What follows belongs to an exercise in optimizing a design on an open flow for small area, a short achievable clock period and few clock cycles; a production flow would make more cautious choices. No run shown here included a check of the RTL's function; only the layout flow was run. Power figures rest on the tool's default switching activity, not on a simulated workload.

`flow/design.v`:
```
module drawLine
    (
        output logic [18:0] addr  ,
        output logic [31:0] data  ,
        output logic        wr    ,
        input  logic        busy  ,
        input  logic        clk   ,
        input  logic        reset ,
        input  logic        clk_en,
        input  logic        start ,
        output logic        done  ,
        input  logic [31:0] dataa ,
        input  logic [31:0] datab ,
        input  logic  [7:0] n     ,
        output logic [31:0] result
    );
    logic        sa, sb, sc, sd, se, sf, sg, sw, run;   
    logic        single;                            
    logic        first;                             
    logic        steep, sgx, sgy;
    logic [10:0] freg;
    logic  [9:0] cnt;
    wire [9:0] rp = result[9:0];
    wire [9:0] rq = result[29:20];
    wire idle = ~(sa | sb | sc | sd | se | sf | sg | sw | run);
    wire [9:0] x0 = dataa[9:0];
    wire [9:0] y0 = dataa[19:10];
    wire [9:0] x1 = dataa[29:20];
    wire [9:0] y1 = datab[9:0];
    wire       empty = (x0 == x1) && (y0 == y1) && (n != 8'd0);
    wire        cci = sb | (sc & ~sgx) | (sf & ~steep);
    wire [11:0] ccw = {1'b0, cnt, 1'b1} + {1'b0, ~rq, cci};
    wire        ccout = ccw[11];
    wire  [9:0] cc = ccw[10:1];
    wire        g    = ~freg[10];               
    wire        fsel = sb | sc | g;
    wire        fci  = sb | g;
    wire [10:0] fop  = fsel ? ~{1'b0, rp} : {1'b0, rq};
    wire [11:0] fsw  = {freg, 1'b1} + {fop, fci};
    wire [10:0] fs   = fsw[11:1];
    wire  [9:0] bigD = steep ? rq : cnt;
    wire        mx  = ~first & (~steep | g);
    wire        my  = ~first & (steep | g);
    wire        xn  = mx & sgx;
    wire        h0  = my ^ xn;
    wire        h1  = my ? sgy : xn;
    wire        h2  = my ? ~sgy : xn;
    wire [18:0] addend = {{9{h1}}, h2, h1, h0, {6{xn}}, mx}
                       | {2'b00, rp & {10{sb}}, 7'd0}
                       | {9'd0, rq[9:7] & {3{sc}}, 7'd0};
    wire [10:0] alo   = {1'b0, addr[9:0]} + {1'b0, addend[9:0]};
    wire  [8:0] ahi0  = addr[18:10] + addend[18:10];
    wire  [8:0] ahi1  = addr[18:10] + addend[18:10] + 9'd1;
    wire [18:0] asum  = {alo[10] ? ahi1 : ahi0, alo[9:0]};
    wire issue = ~busy;
    assign data = {22'd0, result[19:10]};
    always_ff @(posedge clk) begin
        if (reset) begin
            sa     <= 1'b0;
            sb     <= 1'b0;
            sc     <= 1'b0;
            sd     <= 1'b0;
            se     <= 1'b0;
            sf     <= 1'b0;
            sg     <= 1'b0;
            sw     <= 1'b0;
            run    <= 1'b0;
            wr     <= 1'b0;
            done   <= 1'b0;
            result <= 32'd0;
        end else if (clk_en) begin
            wr   <= 1'b0;
            done <= 1'b0;
            if (idle && start) begin
                if (empty)
                    done <= 1'b1;
                else
                    sa <= 1'b1;
                single <= (n == 8'd0);
                first  <= 1'b1;
                addr   <= {y0, 2'b00, x0[6:0]};
                cnt    <= x1;
                freg   <= {1'b0, y1};
            end
            if (sa) begin
                sa            <= 1'b0;
                sb            <= 1'b1;
                result[29:20] <= x0;
                result[19:10] <= datab[19:10];
                result[9:0]   <= y0;
            end
            if (sb) begin
                sb          <= 1'b0;
                sc          <= 1'b1;
                sgx         <= ~ccout;
                freg        <= fs;
                result[9:0] <= 10'd0;
                addr        <= asum;
            end
            if (sc) begin
                sc    <= 1'b0;
                cnt   <= cc ^ {10{sgx}};
                sgy   <= freg[10];
                freg  <= fs;
                addr  <= asum;
                if (single) begin
                    if (issue) begin
                        wr     <= 1'b1;
                        done   <= 1'b1;
                        result <= datab;
                    end else begin
                        sw <= 1'b1;
                    end
                end else begin
                    sd <= 1'b1;
                end
            end
            if (sw && issue) begin
                sw     <= 1'b0;
                wr     <= 1'b1;
                done   <= 1'b1;
                result <= datab;
            end
            if (sd) begin
                sd            <= 1'b0;
                se            <= 1'b1;
                result[29:20] <= freg[9:0] ^ {10{sgy}};
            end
            if (se) begin
                se    <= 1'b0;
                sf    <= 1'b1;
                steep <= ~ccout;
            end
            if (sf) begin
                sf          <= 1'b0;
                sg          <= 1'b1;
                result[9:0] <= cc ^ {10{steep}};
                freg        <= ~{2'b00, bigD[9:1]};
                if (steep) begin
                    result[29:20] <= cnt;
                    cnt           <= rq;
                end
            end
            if (sg) begin
                sg    <= 1'b0;
                run   <= 1'b1;
                freg  <= fs;
            end
            if ((sg || run) && issue) begin
                wr    <= 1'b1;
                first <= 1'b0;
                cnt   <= cnt - 10'd1;
                if (cnt == 10'd1) begin
                    done   <= 1'b1;
                    run    <= 1'b0;
                    result <= datab;
                end
            end
            if (run && issue) begin
                addr <= asum;
                if (!first)
                    freg <= fs;
            end
        end
    end
endmodule
```
`flow/flow/run.sh`:
```
#!/bin/bash
# Standard layout, with the port buffers made of the smallest buffer cell
# (the resizer upsizes them where timing needs it).
set -euo pipefail
export BUFFER_PORTS_ARGS="-buffer_cell sky130_fd_sc_hd__buf_1"
bash standard.sh finish > make_finish.log 2>&1
```
`flow/standard.sh`:
```
#!/bin/bash
# synth_recipe.tcl (not shown) runs the flow's synth.tcl, then flattens the netlist and writes it again
# the make line also repeats each setting of config.mk as NAME=value (left out here)
make -C /OpenROAD-flow-scripts/flow DESIGN_CONFIG=/design/flow/config.mk WORK_HOME=/design/flow/orfs CLKGATE_MAP_FILE= SYNTH_SCRIPT=/design/flow/synth_recipe.tcl "${@:-finish}"
```
`flow/config.mk`:
```
export PLATFORM = sky130hd
export DESIGN_NAME = drawLine
export DESIGN_NICKNAME = drawLine
export VERILOG_FILES = /design/flow/design.v
export SDC_FILE = /design/flow/constraint.sdc
export NUM_CORES = 4
export LEC_CHECK = 0
export ABC_CLOCK_PERIOD_IN_PS = 2500
export CAP_MARGIN = 20
export CORE_MARGIN = 2
export CORE_UTILIZATION = 40
export PLACE_DENSITY = 0.6
export SETUP_SLACK_MARGIN = 2.9
export SLEW_MARGIN = 20
```
`flow/constraint.sdc`:
```
create_clock -name core_clock -period 6.0 [get_ports {clk}]
set_input_delay 1.2000 -clock core_clock [delete_from_list [all_inputs] [get_ports {clk}]]
set_output_delay 1.2000 -clock core_clock [all_outputs]
set_load 0.01 [all_outputs]
```
==> results of run 1 <==
## power by group
group / switching, mW / internal, mW / total (mW)
Clock: 0.267 / 0.380 / 0.647
Combinational: 0.268 / 0.195 / 0.463
Sequential: 0.0421 / 0.663 / 0.705
## synth_stat cells, types with 4 or more instances
cell | instances | area share
a211oi_1 | 9 | 0.0084
a21o_1 | 13 | 0.012
a21oi_1 | 67 | 0.042
a221oi_1 | 12 | 0.013
a22oi_1 | 11 | 0.010
a31oi_1 | 13 | 0.010
and2_1 | 6 | 0.0047
buf_1 | 4 | 0.0019
buf_2 | 6 | 0.0037
buf_4 | 33 | 0.031
clkbuf_1 | 50 | 0.023
dfxtp_1 | 43 | 0.11
edfxtp_1 | 45 | 0.17
fa_1 | 4 | 0.010
ha_1 | 42 | 0.066
inv_1 | 38 | 0.018
mux2_2 | 22 | 0.031
mux2i_1 | 37 | 0.046
nand2_1 | 81 | 0.038
nand2b_1 | 7 | 0.0055
nand3_1 | 20 | 0.012
nand4_1 | 10 | 0.0078
nor2_1 | 91 | 0.043
nor2b_1 | 6 | 0.0047
nor3_1 | 29 | 0.018
nor3b_1 | 5 | 0.0047
nor4_1 | 7 | 0.0055
o211ai_1 | 14 | 0.013
o21a_1 | 7 | 0.0066
o21ai_0 | 57 | 0.036
o21bai_1 | 4 | 0.0037
o22ai_1 | 7 | 0.0055
o32ai_1 | 12 | 0.013
or2_2 | 4 | 0.0031
or3_1 | 4 | 0.0031
xnor2_1 | 60 | 0.066
xnor3_1 | 4 | 0.011
xor2_1 | 19 | 0.021
## registers in the layout (all words and copies together), names as in the netlist, 10 cells and up
name	flops
addr	19
cnt	10
freg	11
result	32
## metal layers
layer	GRT usage	up-vias	share of wire
li1	-	3701	-
met2	0.406	388	0.45
met1	0.359	3762	0.43
met3	0.0445	60	0.080
met5	0	-	0
met4	0.108	0	0.034
## cells in the final DEF, fill, tap and decap left out, drive strengths merged, types with 8 or more instances in the layout
cell and count:
inv 38, a21o 14, ha 42, nor2 91
xor2 19, dfxtp 43, a22oi 11, nand2 82
clkbuf 16, a211oi 9, nor4 8, a31oi 13
nand3 20, buf 181, a21oi 68, o32ai 12
o21ai 62, mux2i 37, o211ai 14, xnor2 60
nand4 11, a221oi 12, nor3 30, conb 22
mux2 22, edfxtp 45
## worst register-to-register path: stages, from the launching register on
cell      delay [ns]
edfxtp_1        0.58
nor2b_4         0.24
nand2_2         0.08
a21oi_4         0.19
buf_6           0.14
a21o_1          0.14
ha_4            0.24
o21ai_2         0.18
a21oi_4         0.06
buf_6           0.13
o31a_1          0.31
a21oi_2         0.14
nand3_1         0.10
or4b_1          0.51
nand3_1         0.09
## path summary, 6_finish.rpt
kind                    from          to  slack (ns)  depth (start not counted)
setup reg to reg    freg[10]    addr[17]        2.74                         14
setup / recovery    freg[10]    addr[17]        2.74                         14
hold reg to reg   result[31]  result[31]        0.46                          2
hold / removal    result[31]  result[31]        0.46                          2
## cell families (layout without fill, tap and decap cells)
kind of cell    after synthesis  count (layout)
buf+inv                     132             238
flops                        88              88
mux                          59              59
fa+ha+maj                    46              46
simple gates                291             292
compound gates              262             262
xor+xnor                     85              85
other cells                   1              22
## stage by stage
| step | instance area (µm²) | instances | setup slack, ns |
|---|---|---|---|
| global placement | 8570 | 1306 | 2.09 |
| global route | 9500 | 1357 | 2.63 |
| floorplan | 8120 | 985 | 2.76 |
| CTS | 9230 | 1338 | 2.75 |
| detailed placement | 8580 | 1307 | 2.06 |
| finish | 9500 | 1357 | 2.74 |
## cell type report
class	count	area, µm²
sequential	88	2210
clock inverter	2	11.3
tap	265	332
fill	1986	10100
inverter	38	146
clock buffer	14	328
timing repair buffer	184	981
multi-input combinational	766	5490
## repair_timing
action / CTS / global route
buffers inserted: 14 / 17
hold buffers: 0 / 0
setup endpoints to repair: 52 / 53
hold endpoints to repair: 0 / 0
pin swaps: 17 / 19
resized for setup: 43 / 33
gates cloned: 1 / 2
==> results.txt, run 1 <==
IO Count - 162
Final Max Slew Viols - 0
Synth async-reset ratio - 0
Outcome - finished clean
Hpwl dp - 20,600 µm
Initial antenna violation count - 0
#FFs+latches synth - 88
TritonCTS clock tree - done
Worst endpoint data arrival time - 3.48 ns
Gr ovfl total - 0
H-Tree Level Count - 3
Slew margin rel. - 0.284
Final Setup Violations - 0
Drt pass-1 iters - 8
CP max stage delay - 0.58 ns
RSZ-0062 raised after global routing - true
Yosys cell types - 78
Clock sink count - 88
Fin crit share - 0.543
Max Fclk - 307 MHz
Worst-Margin Slew - 1.07 ns
Delay-heaviest family, CP - simple AND/OR/NAND/NOR gates
Port buffer count - 137
Hold_ws - 0.465 ns
Clock transition at the registers of the reported paths - 0.07 ns
VDD IR max - 0.134 mV
Pin count of the biggest net entering global routing - 46
Layout net count - 1,210
Hold Crit Class - flip-flop to flip-flop
Synth Warn # - 1
Synth Area in Adders - 0.0755
Vias in the first global route - 7,317
Layout Skew - 0.00955 ns
Total CTS buffers - 9
Compound-Gate Fraction of Synth Area - 0.214
Core area - 0.0196 mm²
Worst-skew pair later-pin latency - 0.36 ns
Number of synthesized flops with an enable pin - 45
Antenna Diode Count - 0
Max Root-Sink Buffers - 2
Syn Inst Count - 964
Starting Density - 0.409
CP Cell Sequence - nor2b_4, nand2_2, a21oi_4, buf_6, a21o_1, ha_4, o21ai_2, a21oi_4, buf_6, o31a_1, a21oi_2, nand3_1, or4b_1, nand3_1
Synth Flop Type - edfxtp_1
Root Driver - clkbuf_16
Total power - 1.82 mW
Largest family of logic cells by synthesized area - compound AO/OA/AOI/OAI gates
Number of DRC markers in iteration 0 - 791
Power per cell area - 191 mW/mm²
Final TNS setup - 0 ns
Drt drc - 0
Total routed wirelength - 28,700 µm
Cell Rows - 51
Post-Syn Area - 0.00802 mm²
Fin util - 0.485
Syn Area/Cell - 8.32 µm²
Crit path required time - 6.22 ns
First-pass GRT wire length - 42,500 µm
Post-Synth Simple-Gate Area - 0.175
Worst setup EP type - flip-flop
Post-synthesis mux area share - 0.0771
CP max-delay cell - edfxtp_1
Static leakage - 3.57 nW
XOR/XNOR Fraction of Synth Area - 0.103
Crit Path Class - flip-flop to flip-flop
DRT antenna net count - 0
Die Width - 146 µm
Die H - 146 µm
Sequential fraction of the synthesis area - 0.276
Vias per Instance - 5.83
Routed length per placed instance - 21.2 µm
Hold Vio Cnt, Final - 0
Total GRT Usage - 0.261
Total of max-cap violations - 0
Via count - 7,911
GPL Wtd Cong - 0.925
Worst-path fanout max - 8
Layout cells sized above 1 - 0.143
Die area - 0.0212 mm²
CP startpoint kind - flip-flop
Buf/Inv on CP - 2
Area growth syn-to-layout - 18.4%
Crit path time final - 3.26 ns
==> run 2: changes to the inputs <==
--- a/flow/design.v
+++ b/flow/design.v
@@ -34,23 +34,28 @@
     wire  [9:0] cc = ccw[10:1];
     wire        g    = ~freg[10];               
-    wire        fsel = sb | sc | g;
-    wire        fci  = sb | g;
+    wire        fsel = sb | sc | (run & g);
+    wire        fci  = sb | (sc & ~freg[10]) | (run & g);
     wire [10:0] fop  = fsel ? ~{1'b0, rp} : {1'b0, rq};
     wire [11:0] fsw  = {freg, 1'b1} + {fop, fci};
     wire [10:0] fs   = fsw[11:1];
     wire  [9:0] bigD = steep ? rq : cnt;
-    wire        mx  = ~first & (~steep | g);
-    wire        my  = ~first & (steep | g);
-    wire        xn  = mx & sgx;
-    wire        h0  = my ^ xn;
-    wire        h1  = my ? sgy : xn;
-    wire        h2  = my ? ~sgy : xn;
-    wire [18:0] addend = {{9{h1}}, h2, h1, h0, {6{xn}}, mx}
-                       | {2'b00, rp & {10{sb}}, 7'd0}
-                       | {9'd0, rq[9:7] & {3{sc}}, 7'd0};
-    wire [10:0] alo   = {1'b0, addr[9:0]} + {1'b0, addend[9:0]};
-    wire  [8:0] ahi0  = addr[18:10] + addend[18:10];
-    wire  [8:0] ahi1  = addr[18:10] + addend[18:10] + 9'd1;
-    wire [18:0] asum  = {alo[10] ? ahi1 : ahi0, alo[9:0]};
+    wire        movx = ~first & (~steep | g);
+    wire        movy = ~first & (steep | g);
+    wire        xneg = movx & sgx;
+    logic [11:0] hstep;                         
+    always_comb begin
+        case ({movy, sgy, xneg})
+            3'b100:  hstep = 12'd5;
+            3'b101:  hstep = 12'd4;
+            3'b110:  hstep = 12'hFFB;           
+            3'b111:  hstep = 12'hFFA;           
+            3'b001, 3'b011: hstep = 12'hFFF;    
+            default: hstep = 12'd0;
+        endcase
+    end
+    wire [18:0] rstep  = {hstep, {6{xneg}}, movx};
+    wire [18:0] addend = sb ? {2'b00, rp, 7'd0} :
+                         sc ? {9'd0, rq[9:7], 7'd0} : rstep;
+    wire [18:0] asum = addr + addend;
     wire issue = ~busy;
     assign data = {22'd0, result[19:10]};
@@ -78,5 +83,4 @@
                     sa <= 1'b1;
                 single <= (n == 8'd0);
-                first  <= 1'b1;
                 addr   <= {y0, 2'b00, x0[6:0]};
                 cnt    <= x1;
@@ -146,4 +150,5 @@
                 run   <= 1'b1;
                 freg  <= fs;
+                first <= 1'b1;
             end
             if ((sg || run) && issue) begin
--- a/flow/config.mk
+++ b/flow/config.mk
@@ -11,4 +11,4 @@
 export CORE_UTILIZATION = 40
 export PLACE_DENSITY = 0.6
-export SETUP_SLACK_MARGIN = 2.9
+export SETUP_SLACK_MARGIN = 2.5
 export SLEW_MARGIN = 20
==> run 2 against run 1 <==
Net effect: synthesized area up 3.5%; combinational power down 7.8%; critical path depth down 1; final area down 2.2%; sequential share of layout area up 0.50 points; first-iteration DRC count down 12%; maximum frequency down 4.4%; global-route usage down 1.0 points; setup slack worse by 0.15 ns; clock power down 15%.
==> results.txt, run 2 <==
Core area - 0.0203 mm² (was 0.0196 mm²)
Clock sink count - 88 (unchanged)
Total power - 1.68 mW (was 1.82 mW)
H-Tree Level Count - 3 (unchanged)
Clock share of power - 0.330 (was 0.357)
DRT antenna net count - 0 (unchanged)
Starting Density - 0.409 (about the same)
Grt met2 use - 0.392 (was 0.406)
Cell Rows - 52 (was 51)
Gr ovfl total - 0 (unchanged)
Outcome - finished clean (unchanged)
Worst setup EP type - flip-flop (unchanged)
Die area - 0.0219 mm² (was 0.0212 mm²)
Worst-Margin Slew - 0.996 ns (was 1.07 ns)
Worst-skew pair later-pin latency - 0.36 ns (about the same)
Yosys cell types - 85 (was 78)
Post-Syn Area - 0.00830 mm² (was 0.00802 mm²)
TritonCTS clock tree - done (unchanged)
Synth async-reset ratio - 0 (unchanged)
Total CTS buffers - 9 (unchanged)
Power per cell area - 180 mW/mm² (was 191 mW/mm²)
Hpwl dp - 21,400 µm (was 20,600 µm)
P_int - 1.13 mW (was 1.24 mW)
Most Crowded Layer GR - met2 (unchanged)
Layout net count - 1,234 (was 1,210)
Switching Share - 0.327 (was 0.318)
Layout Skew - 0.0124 ns (was 0.00955 ns)
Port buffer count - 137 (unchanged)
Root Driver - clkbuf_16 (unchanged)
Final TNS setup - 0 ns (unchanged)
GPL Wtd Cong - 0.935 (was 0.925)
Sequential fraction of the synthesis area - 0.267 (was 0.276)
Hold Vio Cnt, Final - 0 (unchanged)
Top-area cell type share of the netlist area - 0.163 (was 0.168)
Routed length per placed instance - 20.6 µm (was 21.2 µm)
Initial antenna violation count - 0 (unchanged)
Drt drc - 0 (unchanged)
Max Fclk - 293 MHz (was 307 MHz)
Layout cells sized above 1 - 0.0938 (was 0.143)
Psw - 0.548 mW (was 0.577 mW)
Worst endpoint data arrival time - 3.51 ns (was 3.48 ns)
Vias in the first global route - 7,121 (was 7,317)
RSZ-0062 raised after global routing - true (unchanged)
IO Count - 162 (unchanged)
Top cells by area, synth - edfxtp_1, dfxtp_1, ha_1 (unchanged)
Top flop regs - result (32), addr (19), freg (11) (unchanged)
Pin count of the biggest net entering global routing - 45 (was 46)
Max reg flops - 32 (unchanged)
Slew margin rel. - 0.336 (was 0.284)
Final Setup Violations - 0 (unchanged)
Fin crit share - 0.568 (was 0.543)
Final Max Slew Viols - 0 (unchanged)
VDD IR max - 0.131 mV (was 0.134 mV)
Top cells by count, synth - a21oi_1, nor2_1, nand2_1 (was nor2_1, nand2_1, a21oi_1)
Area growth syn-to-layout - 12.0% (was 18.4%)
Clock transition at the registers of the reported paths - 0.07 ns (about the same)
Crit path time final - 3.41 ns (was 3.26 ns)
Largest Register - result (unchanged)
Grt met3 use - 0.0466 (was 0.0445)
Top-count cell post-synth - a21oi_1 (was nor2_1)
Antenna Diode Count - 0 (unchanged)
Syn Area/Cell - 8.22 µm² (was 8.32 µm²)
Yosys top cell by area - edfxtp_1 (unchanged)
Total GRT Usage - 0.250 (was 0.261)
Sequential power share - 0.416 (was 0.388)
Die H - 148 µm (was 146 µm)
Met1 usage - 0.352 (was 0.359)
Total of max-cap violations - 0 (unchanged)
Number of DRC markers in iteration 0 - 696 (was 791)
Via count - 8,027 (was 7,911)
CP startpoint kind - flip-flop (unchanged)
Static leakage - 3.57 nW (about the same)
Syn Inst Count - 1,010 (was 964)
Commonest non-fill, non-tap cell in the layout - buf_1 (unchanged)
Drt pass-1 iters - 5 (was 8)
Max Root-Sink Buffers - 2 (unchanged)
Hold Crit Class - flip-flop to flip-flop (unchanged)
Vias per Instance - 5.78 (was 5.83)
Commonest cells after routing, fill and taps aside - buf_1, a21oi_1, nor2_1 (was buf_1, nor2_1, nand2_1)
Synth Flop Type - edfxtp_1 (unchanged)
Synth Warn # - 1 (unchanged)
Number of synthesized flops with an enable pin - 45 (unchanged)
#FFs+latches synth - 88 (unchanged)
Crit Path Class - flip-flop to flip-flop (unchanged)
Die Width - 148 µm (was 146 µm)
Hold Buf Count CTS - 0 (unchanged)
Combinational share of power - 0.255 (about the same)
Total routed wirelength - 28,600 µm (was 28,700 µm)
First-pass GRT wire length - 41,800 µm (was 42,500 µm)
Crit path required time - 6.10 ns (was 6.22 ns)
Worst-path fanout max - 11 (was 8)
[run 2: cell type report]
cell class / count / area [µm²]
Clock buffer: 11 / 243
Clock inverter: 5 / 30.0
Fill cell: 2107 / 11000
Inverter: 32 / 123
Multi-Input combinational cell: 818 / 5590
Sequential cell: 88 / 2210
Tap cell: 270 / 338
Timing Repair Buffer: 165 / 761
[run 2: through the flow]
stage / instance area (µm²) / hold slack (ns) / std cells / worst slack [ns] / util
2_1_floorplan: 8380 / 0.442 / 1031 / 2.73 / -
3_3_place_gp: 8810 / 0.469 / 1361 / 2.29 / 0.434
3_5_place_dp: 8820 / 0.471 / 1362 / 2.23 / 0.434
4_1_cts: 9150 / 0.485 / 1384 / 2.40 / 0.451
5_1_grt: 9290 / 0.518 / 1389 / 2.45 / 0.458
6_report: 9290 / 0.489 / 1389 / 2.59 / 0.458
[run 2: repair_timing]
item,in CTS,in global routing
setup buffers,6,4
cloned,0,1
endpoints found under the setup margin,11,14
pin swaps,2,2
gates resized for setup,3,21
[run 2: kinds of logic (layout without fill, tap and decap cells)]
group                    count (synthesis)  after routing  synth area share
multiplexers                            68             68            0.0853
other                                    1             22          0.000452
adder cells (fa/ha/maj)                 43             43            0.0675
XOR/XNOR                                80             80            0.0877
buffers and inverters                  125            213            0.0811
flip-flops                              88             88             0.267
AND/OR/NAND/NOR                        322            322             0.193
AO/OA/AOI/OAI                          283            283             0.219
[run 2: critical path: stages, from the launching register on]
cell	delay, ns
edfxtp_1	0.43
buf_12	0.18
and2b_2	0.26
mux2i_2	0.23
buf_4	0.16
nor4_4	0.04
buf_4	0.16
a21o_1	0.15
ha_2	0.39
nand3_1	0.14
a211o_1	0.34
nand3_2	0.12
a2111oi_0	0.09
or3b_2	0.45
[run 2: power groups by stage]
| stage | Clock (mW) | Sequential (mW) | Combinational [mW] |
|---|---|---|---|
| 6_report | 0.553 | 0.697 | 0.427 |
| 5_1_grt | 0.580 | 0.699 | 0.465 |
| 4_1_cts | 0.560 | 0.697 | 0.415 |
| 3_5_place_dp | 0 | 0.710 | 0.411 |
| 3_3_place_gp | 0 | 0.710 | 0.407 |
| 2_1_floorplan | 0 | 0.697 | 0.307 |
[run 2: final timing paths]
kind | depth (start not counted) | slack, ns | start | end
worst min-delay path | 2 | 0.49 | done | done
worst min register to register | 2 | 0.49 | done | done
worst max-delay path | 13 | 2.59 | steep | addr[16]
worst max register to register | 13 | 2.59 | steep | addr[16]
[run 2: metal layers]
layer	wire length [µm]	vias up
met3	2540	41
met5	0	-
met4	710	0
met1	12300	3783
li1	-	3823
met2	13000	380
==> run 3: changes to the inputs <==
--- a/flow/config.mk
+++ b/flow/config.mk
@@ -9,6 +9,6 @@
 export CAP_MARGIN = 20
 export CORE_MARGIN = 2
-export CORE_UTILIZATION = 40
-export PLACE_DENSITY = 0.6
-export SETUP_SLACK_MARGIN = 2.5
+export CORE_UTILIZATION = 60
+export PLACE_DENSITY = 0.7
+export SETUP_SLACK_MARGIN = 2.9
 export SLEW_MARGIN = 20
==> run 3 against run 2 <==
Net effect: cell count fell by 4.0%; synthesized cell count unchanged; sequential share of layout area is 1.6 points lower; critical endpoint unchanged.
==> results.txt, run 3 <==
Outcome - finished clean (unchanged)
Total GRT Usage - 0.378 (was 0.250)
Port buffer count - 137 (unchanged)
Pin count of the biggest net entering global routing - 45 (unchanged)
Worst endpoint data arrival time - 3.43 ns (was 3.51 ns)
Largest Register - result (unchanged)
Hold Crit Class - flip-flop to flip-flop (unchanged)
Core area - 0.0134 mm² (was 0.0203 mm²)
Yosys top cell by area - edfxtp_1 (unchanged)
Max Fclk - 301 MHz (was 293 MHz)
RSZ-0062 raised after global routing - true (unchanged)
Syn Inst Count - 1,010 (unchanged)
Routed length per placed instance - 22.0 µm (was 20.6 µm)
Pre-CTS setup slack - 2.02 ns (was 2.23 ns)
Via count - 8,628 (was 8,027)
Stages on worst setup path - 13 (unchanged)
Hold Vio Cnt, Final - 0 (unchanged)
H-Tree Level Count - 3 (unchanged)
Max reg flops - 32 (unchanged)
Top cells by count, synth - a21oi_1, nor2_1, nand2_1 (unchanged)
Crit path time final - 3.32 ns (was 3.41 ns)
Number of synthesized flops with an enable pin - 45 (unchanged)
Crit Path Class - flip-flop to flip-flop (unchanged)
Root Driver - clkbuf_16 (unchanged)
Vias per Instance - 6.47 (was 5.78)
Synth Warn # - 1 (unchanged)
TritonCTS clock tree - done (unchanged)
Die Width - 122 µm (was 148 µm)
First-pass GRT wire length - 42,600 µm (was 41,800 µm)
Final TNS setup - 0 ns (unchanged)
Top-area cell type share of the netlist area - 0.163 (unchanged)
CP startpoint kind - flip-flop (unchanged)
Die H - 122 µm (was 148 µm)
DRT antenna net count - 0 (unchanged)
Buf/Inv on CP - 2 (was 3)
GPL Wtd Cong - 0.953 (was 0.935)
Commonest cells after routing, fill and taps aside - buf_1, nor2_1, a21oi_1 (was buf_1, a21oi_1, nor2_1)
Top-count cell post-synth - a21oi_1 (unchanged)
Syn Area/Cell - 8.22 µm² (unchanged)
Post-Syn Area - 0.00830 mm² (unchanged)
Placed Area - 0.00867 mm² (was 0.00882 mm²)
Design area - 0.0100 mm² (was 0.00929 mm²)
Slew margin rel. - 0.317 (was 0.336)
Layout cells sized above 1 - 0.173 (was 0.0938)
Fin crit share - 0.553 (was 0.568)
Synth Flop Type - edfxtp_1 (unchanged)
Drt pass-1 iters - 8 (was 5)
Worst setup EP type - flip-flop (unchanged)
Worst-skew pair later-pin latency - 0.36 ns (about the same)
Delay-heaviest family, CP - simple AND/OR/NAND/NOR gates (unchanged)
Final setup margin - 2.68 ns (was 2.59 ns)
VDD IR max - 0.201 mV (was 0.131 mV)
Total routed wirelength - 29,300 µm (was 28,600 µm)
Worst r2r path cells - 13 (unchanged)
Power per cell area - 177 mW/mm² (was 180 mW/mm²)
Top cells by area, synth - edfxtp_1, dfxtp_1, ha_1 (unchanged)
Worst-Margin Slew - 1.02 ns (was 0.996 ns)
Cell Rows - 42 (was 52)
CP Cell Sequence - buf_6, and2b_2, mux2i_4, buf_4, nor4_4, a21o_1, ha_1, a21o_1, a21oi_2, nor3b_2, nand3_2, nand3_1, or3b_4 (was buf_12, and2b_2, mux2i_2, buf_4, nor4_4, buf_4, a21o_1, ha_2, nand3_1, a211o_1, nand3_2, a2111oi_0, or3b_2)
Gr ovfl total - 0 (unchanged)
Yosys cell types - 85 (unchanged)
Final Setup Violations - 0 (unchanged)
Worst Hold Depth - 2 (unchanged)
Layout net count - 1,272 (was 1,234)
Area growth syn-to-layout - 20.5% (was 12.0%)
Hold_ws - 0.476 ns (was 0.489 ns)
Initial antenna violation count - 0 (unchanged)
Fillers - 1,065 (was 2,107)
Commonest non-fill, non-tap cell in the layout - buf_1 (unchanged)
Total of max-cap violations - 0 (unchanged)
Die area - 0.0148 mm² (was 0.0219 mm²)
Antenna Diode Count - 0 (unchanged)
Clock sink count - 88 (unchanged)
Max Root-Sink Buffers - 2 (unchanged)
Synth async-reset ratio - 0 (unchanged)
Starting Density - 0.619 (was 0.409)
Total CTS buffers - 9 (unchanged)
CP max-delay cell - edfxtp_1 (was or3b_2)
Clock transition at the registers of the reported paths - 0.07 ns (about the same)
Static leakage - 3.88 nW (was 3.57 nW)
Hpwl dp - 19,600 µm (was 21,400 µm)
Worst-path fanout max - 5 (was 11)
#FFs+latches synth - 88 (unchanged)
Top flop regs - result (32), addr (19), freg (11) (unchanged)
Drt drc - 0 (unchanged)
Layout Skew - 0.00675 ns (was 0.0124 ns)
Final Max Slew Viols - 0 (unchanged)
Cell mode on critical path - a21o_1 (was buf_4)
CP max stage delay - 0.41 ns (was 0.45 ns)
Vias in the first global route - 7,542 (was 7,121)
Crit path required time - 6.11 ns (was 6.10 ns)
Sequential fraction of the synthesis area - 0.267 (unchanged)
Number of DRC markers in iteration 0 - 1,037 (was 696)
IO Count - 162 (unchanged)
## run 3: cell counts after synthesis
No cell type changed its count.
## run 3: layout make-up
cell class,instances,area (µm²),share of cell area
clock buffer,10,250,0.0250
clock inverter,6,48.8,0.00488
inverter,32,131,0.0131
multi-input combinational,819,6000,0.600
sequential,88,2220,0.222
tap,176,220,0.0220
timing repair buffer,201,1130,0.113
timing repair inverter,1,5.00,0.000500
## run 3: path summary, 6_finish.rpt
kind	start	end	slack, ns
worst min-delay path	sf	sf	0.48
worst max-delay path	freg[10]	addr[16]	2.68
worst max register to register	freg[10]	addr[16]	2.68
worst min register to register	sf	sf	0.48
## run 3: through the flow
stage                     instances  power, mW   util
after detailed placement       1264       1.12  0.647
after floorplan                1031       1.00      -
final                          1333       1.77  0.746
after global routing           1333       1.82  0.746
after global placement         1264       1.11  0.647
after CTS                      1301       1.71  0.695
## run 3: where the power goes
group | leakage [nW] | internal [mW] | switching [mW]
Clock | 0.149 | 0.311 | 0.271
Sequential | 0.769 | 0.660 | 0.0359
Combinational | 2.97 | 0.209 | 0.280
Total | 3.88 | 1.18 | 0.588
## run 3: cell families (layout without fill, tap and decap cells)
logic type               after synthesis  in the layout  share of synthesized area
buffers and inverters                125            250                     0.0811
multiplexers                          68             68                     0.0853
other                                  1             22                   0.000452
XOR/XNOR                              80             80                     0.0877
adder cells (fa/ha/maj)               43             43                     0.0675
AND/OR/NAND/NOR                      322            323                      0.193
flip-flops                            88             88                      0.267
AO/OA/AOI/OAI                        283            283                      0.219
## run 3: worst register-to-register path: cells and delay by family, from the launching register on
kind                     cells  cell delay [ns]
buffers and inverters        2             0.32
AND/OR/NAND/NOR              6             1.32
AO/OA/AOI/OAI                3             0.55
flip-flops                   1             0.41
adder cells (fa/ha/maj)      1             0.27
multiplexers                 1             0.20
## run 3: timing repair
| action | in CTS | in global routing |
|---|---|---|
| hold buffers | 0 | 0 |
| pin swaps | 12 | 47 |
| setup endpoints to repair | 44 | 38 |
| setup buffers | 19 | 30 |
| cloned | 2 | 2 |
| gates resized for setup | 40 | 90 |
## run 3: routing by layer
metal / vias up / GRT usage / share of wire
met5: - / 0 / 0
met1: 4040 / 0.534 / 0.40
li1: 3907 / - / -
met3: 97 / 0.0768 / 0.11
met2: 584 / 0.576 / 0.45
met4: 0 / 0.136 / 0.046
==> run 4: changes to the inputs <==
--- a/flow/design.v
+++ b/flow/design.v
@@ -15,5 +15,5 @@
         output logic [31:0] result
     );
-    logic        sa, sb, sc, sd, se, sf, sg, sw, run;   
+    logic        sb, sc, sd, se, sf, sg, sw, run;   
     logic        single;                            
     logic        first;                             
@@ -23,5 +23,5 @@
     wire [9:0] rp = result[9:0];
     wire [9:0] rq = result[29:20];
-    wire idle = ~(sa | sb | sc | sd | se | sf | sg | sw | run);
+    wire idle = ~(sb | sc | sd | se | sf | sg | sw | run);
     wire [9:0] x0 = dataa[9:0];
     wire [9:0] y0 = dataa[19:10];
@@ -62,5 +62,4 @@
     always_ff @(posedge clk) begin
         if (reset) begin
-            sa     <= 1'b0;
             sb     <= 1'b0;
             sc     <= 1'b0;
@@ -78,19 +77,16 @@
             done <= 1'b0;
             if (idle && start) begin
-                if (empty)
+                if (empty) begin
                     done <= 1'b1;
-                else
-                    sa <= 1'b1;
-                single <= (n == 8'd0);
-                addr   <= {y0, 2'b00, x0[6:0]};
-                cnt    <= x1;
-                freg   <= {1'b0, y1};
-            end
-            if (sa) begin
-                sa            <= 1'b0;
-                sb            <= 1'b1;
-                result[29:20] <= x0;
-                result[19:10] <= datab[19:10];
-                result[9:0]   <= y0;
+                end else begin
+                    sb             <= 1'b1;
+                    single         <= (n == 8'd0);
+                    addr           <= {y0, 2'b00, x0[6:0]};
+                    result[29:20]  <= x0;
+                    result[19:10]  <= datab[19:10];
+                    result[9:0]    <= y0;
+                    cnt            <= x1;
+                    freg           <= {1'b0, y1};
+                end
             end
             if (sb) begin
--- a/flow/config.mk
+++ b/flow/config.mk
@@ -9,6 +9,6 @@
 export CAP_MARGIN = 20
 export CORE_MARGIN = 2
-export CORE_UTILIZATION = 60
-export PLACE_DENSITY = 0.7
-export SETUP_SLACK_MARGIN = 2.9
+export CORE_UTILIZATION = 40
+export PLACE_DENSITY = 0.6
+export SETUP_SLACK_MARGIN = 2.5
 export SLEW_MARGIN = 20
==> run 4 against run 3 <==
Net effect: still clean on timing, DRC and antenna; sequential share of layout area is 1.6 points higher; clock power fell by 1%; first-iteration DRC count is 12% lower; synthesized area is 5.1% lower; combinational power increased by about 20%; critical path type unchanged.
==> results.txt, run 4 <==
Hold Crit Class - flip-flop to flip-flop (unchanged)
Switching Share - 0.357 (was 0.333)
Drt pass-1 iters - 5 (was 8)
RSZ-0062 raised after global routing - true (unchanged)
Clock share of power - 0.307 (was 0.330)
Number of DRC markers in iteration 0 - 917 (was 1,037)
Top cells by area, synth - edfxtp_1, dfxtp_1, ha_1 (unchanged)
Slew margin rel. - 0.249 (was 0.317)
Starting Density - 0.406 (was 0.619)
Routed length per placed instance - 20.2 µm (was 22.0 µm)
Antenna Diode Count - 0 (unchanged)
Worst-path fanout max - 6 (was 5)
Total of max-cap violations - 0 (unchanged)
CP max stage delay - 0.36 ns (was 0.41 ns)
Initial antenna violation count - 0 (unchanged)
Clock sink count - 87 (was 88)
Final Max Slew Viols - 0 (unchanged)
Final TNS setup - 0 ns (unchanged)
Max Root-Sink Buffers - 2 (unchanged)
Vias in the first global route - 6,705 (was 7,542)
Top cells by count, synth - nor2_1, a21oi_1, nand2_1 (was a21oi_1, nor2_1, nand2_1)
Commonest non-fill, non-tap cell in the layout - buf_1 (unchanged)
Die area - 0.0208 mm² (was 0.0148 mm²)
Sequential fraction of the synthesis area - 0.278 (was 0.267)
Yosys top cell by area - edfxtp_1 (unchanged)
Power per cell area - 202 mW/mm² (was 177 mW/mm²)
Commonest cells after routing, fill and taps aside - buf_1, nor2_1, a21oi_1 (unchanged)
Top flop regs - result (32), addr (19), freg (11) (unchanged)
Total routed wirelength - 27,100 µm (was 29,300 µm)
Crit Path Class - flip-flop to flip-flop (unchanged)
Total power - 1.87 mW (was 1.77 mW)
Die Width - 144 µm (was 122 µm)
Gr ovfl total - 0 (unchanged)
Fillers - 1,936 (was 1,065)
Final Setup Violations - 0 (unchanged)
Port buffer count - 137 (unchanged)
TritonCTS clock tree - done (unchanged)
H-Tree Level Count - 3 (unchanged)
Worst setup EP type - flip-flop (unchanged)
Yosys cell types - 70 (was 85)
Top-count cell post-synth - nor2_1 (was a21oi_1)
Number of synthesized flops with an enable pin - 45 (unchanged)
Die H - 144 µm (was 122 µm)
Post-Syn Area - 0.00787 mm² (was 0.00830 mm²)
Outcome - finished clean (unchanged)
Static leakage - 3.65 nW (was 3.88 nW)
CP max-delay cell - o41ai_2 (was edfxtp_1)
Hold Buf Count CTS - 0 (unchanged)
Max reg flops - 32 (unchanged)
Crit path required time - 6.10 ns (was 6.11 ns)
GPL Wtd Cong - 0.944 (was 0.953)
Worst endpoint data arrival time - 3.56 ns (was 3.43 ns)
IO Count - 162 (unchanged)
Area growth syn-to-layout - 17.6% (was 20.5%)
DRT antenna net count - 0 (unchanged)
Layout Skew - 0.0113 ns (was 0.00675 ns)
Via count - 7,729 (was 8,628)
Synth async-reset ratio - 0 (unchanged)
Largest Register - result (unchanged)
CP Cell Sequence - buf_12, or2_4, a211oi_4, nand2_2, inv_4, ha_4, nor2b_4, o31a_1, o41ai_2, o311ai_2, a31o_2, a21oi_2, a32oi_1, o31a_1 (was buf_6, and2b_2, mux2i_4, buf_4, nor4_4, a21o_1, ha_1, a21o_1, a21oi_2, nor3b_2, nand3_2, nand3_1, or3b_4)
Pin count of the biggest net entering global routing - 58 (was 45)
Core area - 0.0194 mm² (was 0.0134 mm²)
VDD IR max - 0.164 mV (was 0.201 mV)
Hold Vio Cnt, Final - 0 (unchanged)
Syn Inst Count - 942 (was 1,010)
Worst-Margin Slew - 1.12 ns (was 1.02 ns)
Syn Area/Cell - 8.36 µm² (was 8.22 µm²)
Hold_ws - 0.464 ns (was 0.476 ns)
Delay-heaviest family, CP - compound AO/OA/AOI/OAI gates (was simple AND/OR/NAND/NOR gates)
Layout cells sized above 1 - 0.119 (was 0.173)
Worst-skew pair later-pin latency - 0.36 ns (about the same)
Hpwl dp - 19,100 µm (was 19,600 µm)
P_int - 1.20 mW (was 1.18 mW)
Max Fclk - 290 MHz (was 301 MHz)
Layout net count - 1,195 (was 1,272)
Root Driver - clkbuf_16 (unchanged)
Top-area cell type share of the netlist area - 0.172 (was 0.163)
Psw - 0.670 mW (was 0.588 mW)
Fin crit share - 0.575 (was 0.553)
Vias per Instance - 5.75 (was 6.47)
Synth Flop Type - edfxtp_1 (unchanged)
#FFs+latches synth - 87 (was 88)
Drt drc - 0 (unchanged)
Combinational share of power - 0.313 (was 0.277)
Total CTS buffers - 9 (unchanged)
Clock transition at the registers of the reported paths - 0.07 ns (about the same)
Synth Warn # - 1 (unchanged)
CP startpoint kind - flip-flop (unchanged)
Buf/Inv on CP - 2 (unchanged)
Cell Rows - 51 (was 42)
Cell mode on critical path - o31a_1 (was a21o_1)
First-pass GRT wire length - 38,700 µm (was 42,600 µm)
Crit path time final - 3.45 ns (was 3.32 ns)
Total GRT Usage - 0.245 (was 0.378)
Sequential power share - 0.380 (was 0.394)
run 4: final cells by class:
type                    count  area [µm²]  share of cell area
repair buffers            192        1030               0.111
multi-input cells         760        5320               0.574
well taps                 265         332              0.0358
clock inverters             7        61.3             0.00662
flip-flops and latches     87        2200               0.238
inverters                  25        96.3              0.0104
clock buffers               9         225              0.0243
run 4: what timing repair did:
item / CTS / global route
gates resized for setup: 11 / 36
gates cloned: 0 / 3
pin swaps: 4 / 20
setup endpoints to repair: 47 / 16
buffers inserted: 9 / 28
run 4: worst paths after layout:
kind	depth (start not counted)	from	slack, ns	endpoint
hold / removal	2	result[31]	0.46	result[31]
hold reg to reg	2	result[31]	0.46	result[31]
setup reg to reg	14	sb	2.55	addr[18]
setup / recovery	14	sb	2.55	addr[18]
run 4: per-layer routing:
layer,track usage,vias to the layer above,routed length [µm]
li1,-,3660,-
met1,0.354,3663,12300
met2,0.371,354,11900
met3,0.0457,52,2170
met4,0.0761,0,750
met5,0,-,0
run 4: logic make-up (layout without fill, tap and decap cells):
family	count (synthesis)	count (layout)	synth area share
and+or+nand+nor	297	297	0.187
AOI/OAI and AO/OA	263	263	0.225
buffers and inverters	116	233	0.0753
xor gates and xnor gates	88	88	0.101
DFF	87	87	0.278
muxes	47	47	0.0617
adders and majority gates	43	43	0.0712
other	1	22	0.000476
run 4: per-stage QoR:
step,worst slack (ns),instances,utilization,area (µm²)
after floorplan,2.50,963,-,7960
after global placement,1.85,1288,0.434,8410
after detailed placement,1.82,1289,0.434,8420
after CTS,2.46,1314,0.455,8820
after global routing,2.41,1345,0.477,9260
final,2.55,1345,0.477,9260
run 4: worst reg2reg max path: stages (launching register included):
cell	delay (ns)
dfxtp_4	0.35
buf_12	0.13
or2_4	0.26
a211oi_4	0.29
nand2_2	0.12
inv_4	0.11
ha_4	0.22
nor2b_4	0.13
o31a_1	0.34
o41ai_2	0.36
o311ai_2	0.17
a31o_2	0.30
a21oi_2	0.17
a32oi_1	0.12
o31a_1	0.12
run 4: power by group through the flow:
stage | clock [mW] | combinational (mW) | sequential (mW)
floorplan | 0 | 0.410 | 0.714
global placement | 0 | 0.538 | 0.726
detailed placement | 0 | 0.542 | 0.726
CTS | 0.584 | 0.552 | 0.712
global route | 0.611 | 0.644 | 0.716
finish | 0.575 | 0.587 | 0.712
==> run 5: changes to the inputs <==
--- a/flow/config.mk
+++ b/flow/config.mk
@@ -11,4 +11,4 @@
 export CORE_UTILIZATION = 40
 export PLACE_DENSITY = 0.6
-export SETUP_SLACK_MARGIN = 2.5
+export SETUP_SLACK_MARGIN = 3.3
 export SLEW_MARGIN = 20
==> run 5 against run 4 <==
Net effect: critical path depth decreased by 1; synthesized area unchanged; core utilization up 9.1 points; clock skew about the same; clock power grew 2%; largest cell class unchanged; global-route usage increased by 3.0 points.
==> results.txt, run 5 <==
Total GRT Usage - 0.275 (was 0.245)
Port buffer count - 137 (unchanged)
Number of synthesized flops with an enable pin - 45 (unchanged)
Layout Skew - 0.0118 ns (was 0.0113 ns)
Hold Crit Class - flip-flop to flip-flop (unchanged)
Die area - 0.0208 mm² (unchanged)
Total of max-cap violations - 0 (unchanged)
Top-count cell post-synth - nor2_1 (unchanged)
Static leakage - 4.37 nW (was 3.65 nW)
CP startpoint kind - flip-flop (unchanged)
Layout net count - 1,261 (was 1,195)
IO Count - 162 (unchanged)
Top flop regs - result (32), addr (19), freg (11) (unchanged)
Crit path time final - 3.42 ns (was 3.45 ns)
Hold Path Sink - result[30] (was result[31])
Total routed wirelength - 30,300 µm (was 27,100 µm)
Final Setup Violations - 0 (unchanged)
Root Driver - clkbuf_16 (unchanged)
Pin count of the biggest net entering global routing - 59 (was 58)
Hold Vio Cnt, Final - 0 (unchanged)
Worst r2r path cells - 13 (was 14)
Cell Rows - 51 (unchanged)
Area growth syn-to-layout - 40.2% (was 17.6%)
Worst Hold Depth - 2 (unchanged)
Antenna Diode Count - 0 (unchanged)
Vias in the first global route - 7,292 (was 6,705)
Gr ovfl total - 0 (unchanged)
TritonCTS clock tree - done (unchanged)
Pre-CTS setup slack - 1.83 ns (was 1.82 ns)
Vias per Instance - 5.89 (was 5.75)
Cell mode on critical path - a21o_1 (was o31a_1)
Placed Cells - 1,290 (was 1,289)
Outcome - finished clean (unchanged)
Core area - 0.0194 mm² (unchanged)
Delay-heaviest family, CP - compound AO/OA/AOI/OAI gates (unchanged)
Worst-skew pair later-pin latency - 0.36 ns (about the same)
Die H - 144 µm (unchanged)
Max Fclk - 293 MHz (was 290 MHz)
First-pass GRT wire length - 42,700 µm (was 38,700 µm)
Synth Flop Type - edfxtp_1 (unchanged)
Final setup margin - 2.58 ns (was 2.55 ns)
Number of DRC markers in iteration 0 - 826 (was 917)
Top-area cell type share of the netlist area - 0.172 (unchanged)
Synth Warn # - 1 (unchanged)
CP max stage delay - 0.50 ns (was 0.36 ns)
Worst endpoint data arrival time - 3.49 ns (was 3.56 ns)
Yosys cell types - 70 (unchanged)
Final Max Slew Viols - 0 (unchanged)
Clock transition at the registers of the reported paths - 0.07 ns (about the same)
Drt pass-1 iters - 5 (unchanged)
Via count - 8,308 (was 7,729)
Final TNS setup - 0 ns (unchanged)
Clock sink count - 87 (unchanged)
Crit Path Class - flip-flop to flip-flop (unchanged)
DRT antenna net count - 0 (unchanged)
Fin crit share - 0.569 (was 0.575)
Hpwl dp - 19,700 µm (was 19,100 µm)
Layout Cells excl Fill - 1,411 (was 1,345)
Top cells by count, synth - nor2_1, a21oi_1, nand2_1 (unchanged)
Drt drc - 0 (unchanged)
Power per cell area - 191 mW/mm² (was 202 mW/mm²)
Syn Inst Count - 942 (unchanged)
Syn Area/Cell - 8.36 µm² (unchanged)
#FFs+latches synth - 87 (unchanged)
Yosys top cell by area - edfxtp_1 (unchanged)
RSZ-0062 raised after global routing - true (unchanged)
Top cells by area, synth - edfxtp_1, dfxtp_1, ha_1 (unchanged)
Post-Syn Area - 0.00787 mm² (unchanged)
Largest Register - result (unchanged)
Initial antenna violation count - 0 (unchanged)
Routed length per placed instance - 21.5 µm (was 20.2 µm)
Synth async-reset ratio - 0 (unchanged)
Commonest cells after routing, fill and taps aside - nor2_1, buf_1, buf_4 (was buf_1, nor2_1, a21oi_1)
VDD IR max - 0.130 mV (was 0.164 mV)
Slew margin rel. - 0.361 (was 0.249)
Worst-Margin Slew - 0.957 ns (was 1.12 ns)
Die Width - 144 µm (unchanged)
HP Start - result[30] (was result[31])
Worst-path fanout max - 3 (was 6)
CP Cell Sequence - and2b_2, mux2i_4, nor4_4, buf_4, a21o_1, ha_4, a21o_1, a21oi_2, o21ai_1, a41o_1, o41a_1, xnor2_1, a21oi_1 (was buf_12, or2_4, a211oi_4, nand2_2, inv_4, ha_4, nor2b_4, o31a_1, o41ai_2, o311ai_2, a31o_2, a21oi_2, a32oi_1, o31a_1)
CP max-delay cell - edfxtp_1 (was o41ai_2)
FF-to-FF End - addr[17] (was addr[18])
Max reg flops - 32 (unchanged)
Sequential fraction of the synthesis area - 0.278 (unchanged)
Fin util - 0.569 (was 0.477)
Worst reg2reg setup slack - 2.58 ns (was 2.55 ns)
Hold_ws - 0.458 ns (was 0.464 ns)
Crit path required time - 6.08 ns (was 6.10 ns)
Buf/Inv on CP - 1 (was 2)
Starting Density - 0.406 (unchanged)
Worst setup EP type - flip-flop (unchanged)
GPL Wtd Cong - 0.974 (was 0.944)
Total CTS buffers - 9 (unchanged)
Layout cells sized above 1 - 0.283 (was 0.119)
Reg2reg start - freg[10] (was sb)
H-Tree Level Count - 3 (unchanged)
Max Root-Sink Buffers - 2 (unchanged)
-- run 5: report_power, final --
group	switching [mW]	total [mW]	internal, mW
Sequential	0.0508	0.716	0.666
Clock	0.268	0.588	0.320
Combinational	0.418	0.807	0.389
-- run 5: routing by layer --
metal  GRT usage  routed length (µm)  vias to the layer above  share of wire
met5           0                   0                        -              0
met1       0.367               12200                     3988           0.40
met2       0.434               14200                      451           0.47
li1            -                   -                     3785              -
met4       0.113                1130                        0          0.037
met3      0.0573                2770                       84          0.091
-- run 5: what timing repair did --
item | CTS | global route
setup buffers | 67 | 28
gates cloned | 9 | 1
resized for setup | 174 | 121
pin swaps | 75 | 81
setup endpoints to repair | 88 | 87
hold buffers | 0 | 0
-- run 5: through the flow --
step	total power, mW	cell area, µm²
floorplan	1.14	8130
global placement	1.28	8560
detailed placement	1.28	8570
CTS	2.00	10300
global route	2.20	11000
finish	2.11	11000
-- run 5: worst max-delay path by stage --
stage             start  endpoint  slack, ns  depth (start not counted)
6_report       freg[10]  addr[17]       2.58                         13
5_1_grt        freg[10]  addr[17]       2.48                         13
4_1_cts        freg[10]  addr[17]       2.66                         13
3_5_place_dp   dataa[5]    cnt[4]       1.83                          9
3_3_place_gp   dataa[2]    cnt[9]       1.87                         10
2_1_floorplan        sc  addr[18]       2.61                         16
-- run 5: cells by family after synthesis --
logic type / share of synthesized area
compound gates: 0.225
xor+xnor: 0.101
fa+ha+maj: 0.0712
buf+inv: 0.0753
flops: 0.278
mux: 0.0617
other cells: 0.000476
simple gates: 0.187
-- run 5: final cells by class --
type | count | area, µm²
Tap cell | 265 | 332
Inverter | 25 | 98.8
Clock buffer | 11 | 264
Sequential cell | 87 | 2200
Clock inverter | 5 | 37.5
Multi-Input combinational cell | 762 | 6090
Fill cell | 1711 | 8360
Timing Repair Buffer | 256 | 2010
-- run 5: worst reg2reg max path, delay by kind of cell (launching register included) --
family	cells	cell delay (ns)
mux	1	0.20
xor+xnor	1	0.18
simple gates	2	0.67
buf+inv	1	0.19
compound gates	7	1.16
flops	1	0.50
fa+ha+maj	1	0.21
==> run 6: changes to the inputs <==
==> flow/run.sh (new file) <==
#!/bin/bash
# synth_recipe.tcl (not shown) runs the flow's synth.tcl, then flattens the netlist and writes it again
# the make line also repeats each setting of config.mk as NAME=value (left out here)
make -C /OpenROAD-flow-scripts/flow DESIGN_CONFIG=/design/flow/config.mk WORK_HOME=/design/flow/orfs CLKGATE_MAP_FILE= SYNTH_SCRIPT=/design/flow/synth_recipe.tcl finish
removed: flow/flow/run.sh
removed: flow/standard.sh
==> run 6 against run 5 <==
Net effect: still clean on timing, DRC and antenna; final area up 3.8%; total power up 1.5%; synthesized area unchanged; combinational power up 1%; non-clock buffer count down 6; die area unchanged; via count down 1.4%; largest cell class unchanged; largest power group unchanged; highest routed layer unchanged.
==> results.txt, run 6 <==
Worst setup EP type - flip-flop (unchanged)
Yosys cell types - 70 (unchanged)
Placed Area - 0.00943 mm² (was 0.00857 mm²)
CP startpoint kind - flip-flop (unchanged)
Layout Skew - 0.0117 ns (was 0.0118 ns)
Sequential fraction of the synthesis area - 0.278 (unchanged)
Commonest cells after routing, fill and taps aside - nor2_1, clkdlybuf4s50_1, buf_4 (was nor2_1, buf_1, buf_4)
Number of synthesized flops with an enable pin - 45 (unchanged)
Crit Path Class - flip-flop to flip-flop (unchanged)
Clock sink count - 87 (unchanged)
VDD IR max - 0.167 mV (was 0.130 mV)
Static leakage - 4.61 nW (was 4.37 nW)
IO Count - 162 (unchanged)
Starting Density - 0.406 (unchanged)
Post-Syn Area - 0.00787 mm² (unchanged)
Synth async-reset ratio - 0 (unchanged)
Fin crit share - 0.548 (was 0.569)
TritonCTS clock tree - done (unchanged)
Max reg flops - 32 (unchanged)
Initial antenna violation count - 0 (unchanged)
Layout net count - 1,255 (was 1,261)
Total CTS buffers - 9 (unchanged)
Worst-skew pair later-pin latency - 0.37 ns (was 0.36 ns)
Vias per Instance - 5.83 (was 5.89)
Synth Flop Type - edfxtp_1 (unchanged)
Die Width - 144 µm (unchanged)
Root Driver - clkbuf_16 (unchanged)
Total GRT Usage - 0.277 (was 0.275)
Outcome - finished clean (unchanged)
Hpwl dp - 20,400 µm (was 19,700 µm)
Area growth syn-to-layout - 45.4% (was 40.2%)
Total routed wirelength - 30,300 µm (about the same)
First-pass GRT wire length - 43,200 µm (was 42,700 µm)
Hold Vio Cnt, Final - 0 (unchanged)
Worst-Margin Slew - 0.695 ns (was 0.957 ns)
Crit path time final - 3.29 ns (was 3.42 ns)
H-Tree Level Count - 3 (unchanged)
Drt pass-1 iters - 7 (was 5)
Core area - 0.0194 mm² (unchanged)
DRT antenna net count - 0 (unchanged)
Yosys top cell by area - edfxtp_1 (unchanged)
Top cells by area, synth - edfxtp_1, dfxtp_1, ha_1 (unchanged)
Worst endpoint data arrival time - 3.38 ns (was 3.49 ns)
Max Root-Sink Buffers - 2 (unchanged)
Syn Inst Count - 942 (unchanged)
Clock transition at the registers of the reported paths - 0.07 ns (about the same)
Gr ovfl total - 0 (unchanged)
RSZ-0062 raised after global routing - true (unchanged)
#FFs+latches synth - 87 (unchanged)
Total of max-cap violations - 0 (unchanged)
Port buffer count - 137 (unchanged)
Layout cells sized above 1 - 0.297 (was 0.283)
Final Setup Violations - 0 (unchanged)
Synth Warn # - 1 (unchanged)
Top flop regs - result (32), addr (19), freg (11) (unchanged)
GPL Wtd Cong - 0.932 (was 0.974)
Power per cell area - 187 mW/mm² (was 191 mW/mm²)
Crit path required time - 6.10 ns (was 6.08 ns)
Hold Buf Count CTS - 0 (unchanged)
Antenna Diode Count - 0 (unchanged)
Worst-path fanout max - 7 (was 3)
Top cells by count, synth - nor2_1, a21oi_1, nand2_1 (unchanged)
Hold Crit Class - flip-flop to flip-flop (unchanged)
Die area - 0.0208 mm² (unchanged)
Die H - 144 µm (unchanged)
Final TNS setup - 0 ns (unchanged)
Vias in the first global route - 7,444 (was 7,292)
Via count - 8,189 (was 8,308)
Slew margin rel. - 0.536 (was 0.361)
Syn Area/Cell - 8.36 µm² (unchanged)
Pin count of the biggest net entering global routing - 58 (was 59)
Final Max Slew Viols - 0 (unchanged)
Max Fclk - 304 MHz (was 293 MHz)
Routed length per placed instance - 21.5 µm (about the same)
Drt drc - 0 (unchanged)
Design area - 0.0114 mm² (was 0.0110 mm²)
Hold_ws - 0.458 ns (about the same)
Top-count cell post-synth - nor2_1 (unchanged)
Commonest non-fill, non-tap cell in the layout - nor2_1
Number of DRC markers in iteration 0 - 769 (was 826)
Cell Rows - 51 (unchanged)
Largest Register - result (unchanged)
Top-area cell type share of the netlist area - 0.172 (unchanged)
[run 6: power by group]
part | switching [mW] | internal [mW] | total, mW
Sequential | 0.0511 | 0.666 | 0.717
Combinational | 0.410 | 0.409 | 0.818
Clock | 0.291 | 0.317 | 0.607
[run 6: critical path: stages (launching register included)]
cell and delay, ns:
edfxtp_1 0.49, and2b_2 0.28, mux2i_4 0.20, nor4_4 0.30
buf_4 0.17, buf_4 0.15, a21o_1 0.09, ha_1 0.27
and3_4 0.23, a41o_1 0.26, o41a_1 0.33, xnor2_1 0.15
a21oi_1 0.08
[run 6: kinds of logic after synthesis]
kind of cell,synth area share
and+or+nand+nor,0.187
AOI/OAI and AO/OA,0.225
buffers and inverters,0.0753
xor gates and xnor gates,0.101
DFF,0.278
muxes,0.0617
adders and majority gates,0.0712
other,0.000476
[run 6: area by class of cell]
class / instances / area [µm²]
timing repair buffer: 250 / 2370
tap: 265 / 332
sequential: 87 / 2210
multi-input combinational: 762 / 6130
clock inverter: 6 / 57.6
fill: 1714 / 7950
clock buffer: 10 / 250
inverter: 25 / 98.8
[run 6: final timing paths]
kind                            cells past startpoint  slack [ns]          to       start
worst max-delay path                               12        2.71    addr[17]    freg[10]
worst min-delay path                                2        0.46  result[31]  result[31]
worst max register to register                     12        2.71    addr[17]    freg[10]
worst min register to register                      2        0.46  result[31]  result[31]
[run 6: per-stage QoR]
step	total power, mW	worst slack [ns]	util	instances
5_1_grt	2.23	2.59	0.590	1405
3_5_place_dp	1.34	1.55	0.486	1293
4_1_cts	2.06	2.74	0.563	1375
2_1_floorplan	1.14	2.61	-	963
6_report	2.14	2.71	0.590	1405
3_3_place_gp	1.34	1.62	0.486	1293
[run 6: per-layer routing]
layer  part of all wire  GRT usage  routed length, µm  vias up
met3              0.074     0.0344               2230       60
met4              0.031      0.106                942        0
li1                   -          -                  -     3761
met5                  0          0                  0        -
met1               0.42      0.373              12700     3965
met2               0.48      0.455              14400      403
[run 6: repair_timing]
item | in CTS | in global routing
resized for setup | 345 | 79
setup endpoints to repair | 99 | 88
gates cloned | 3 | 4
buffers inserted | 63 | 26
pin swaps | 77 | 62

==> static timing again, ports no longer ideal <==
The results above use ideal ports. As a check the final layouts listed here were re-extracted and re-timed, cells and wires unchanged. Step 1 sets driving cells, clkbuf_16 on the clock port and buf_2 on the other inputs (assumed; they add their load-dependent delay and slew). Step 2, shift: input delay + t, output delay - t, t = (earliest + latest rising clock arrival at the registers) / 2. This alone moves slack from input paths to output paths. a / b / c = no drivers / after step 1 / after step 2; a / b = the first two.
run	shift t [ns]	setup slack, ns	hold WS [ns]
run 1	0.396	2.742 / 2.742 / 2.647	0.465 / 0.465 / 0.465
run 2	0.399	2.591 / 2.591 / 2.457	0.489 / 0.489 / 0.489
run 3	0.391	2.682 / 2.682 / 2.458	0.476 / 0.476 / 0.476
run 4	0.399	2.548 / 2.548 / 2.209	0.464 / 0.464 / 0.464
run 5	0.401	2.585 / 2.585 / 2.377	0.458 / 0.458 / 0.458
run 6	0.410	2.712 / 2.712 / 2.474	0.458 / 0.458 / 0.458
After both steps setup and hold are still met in every run listed. The setup slack of run 4, which loses most, moves by 0.000 ns with the drivers and by -0.339 ns with both steps.
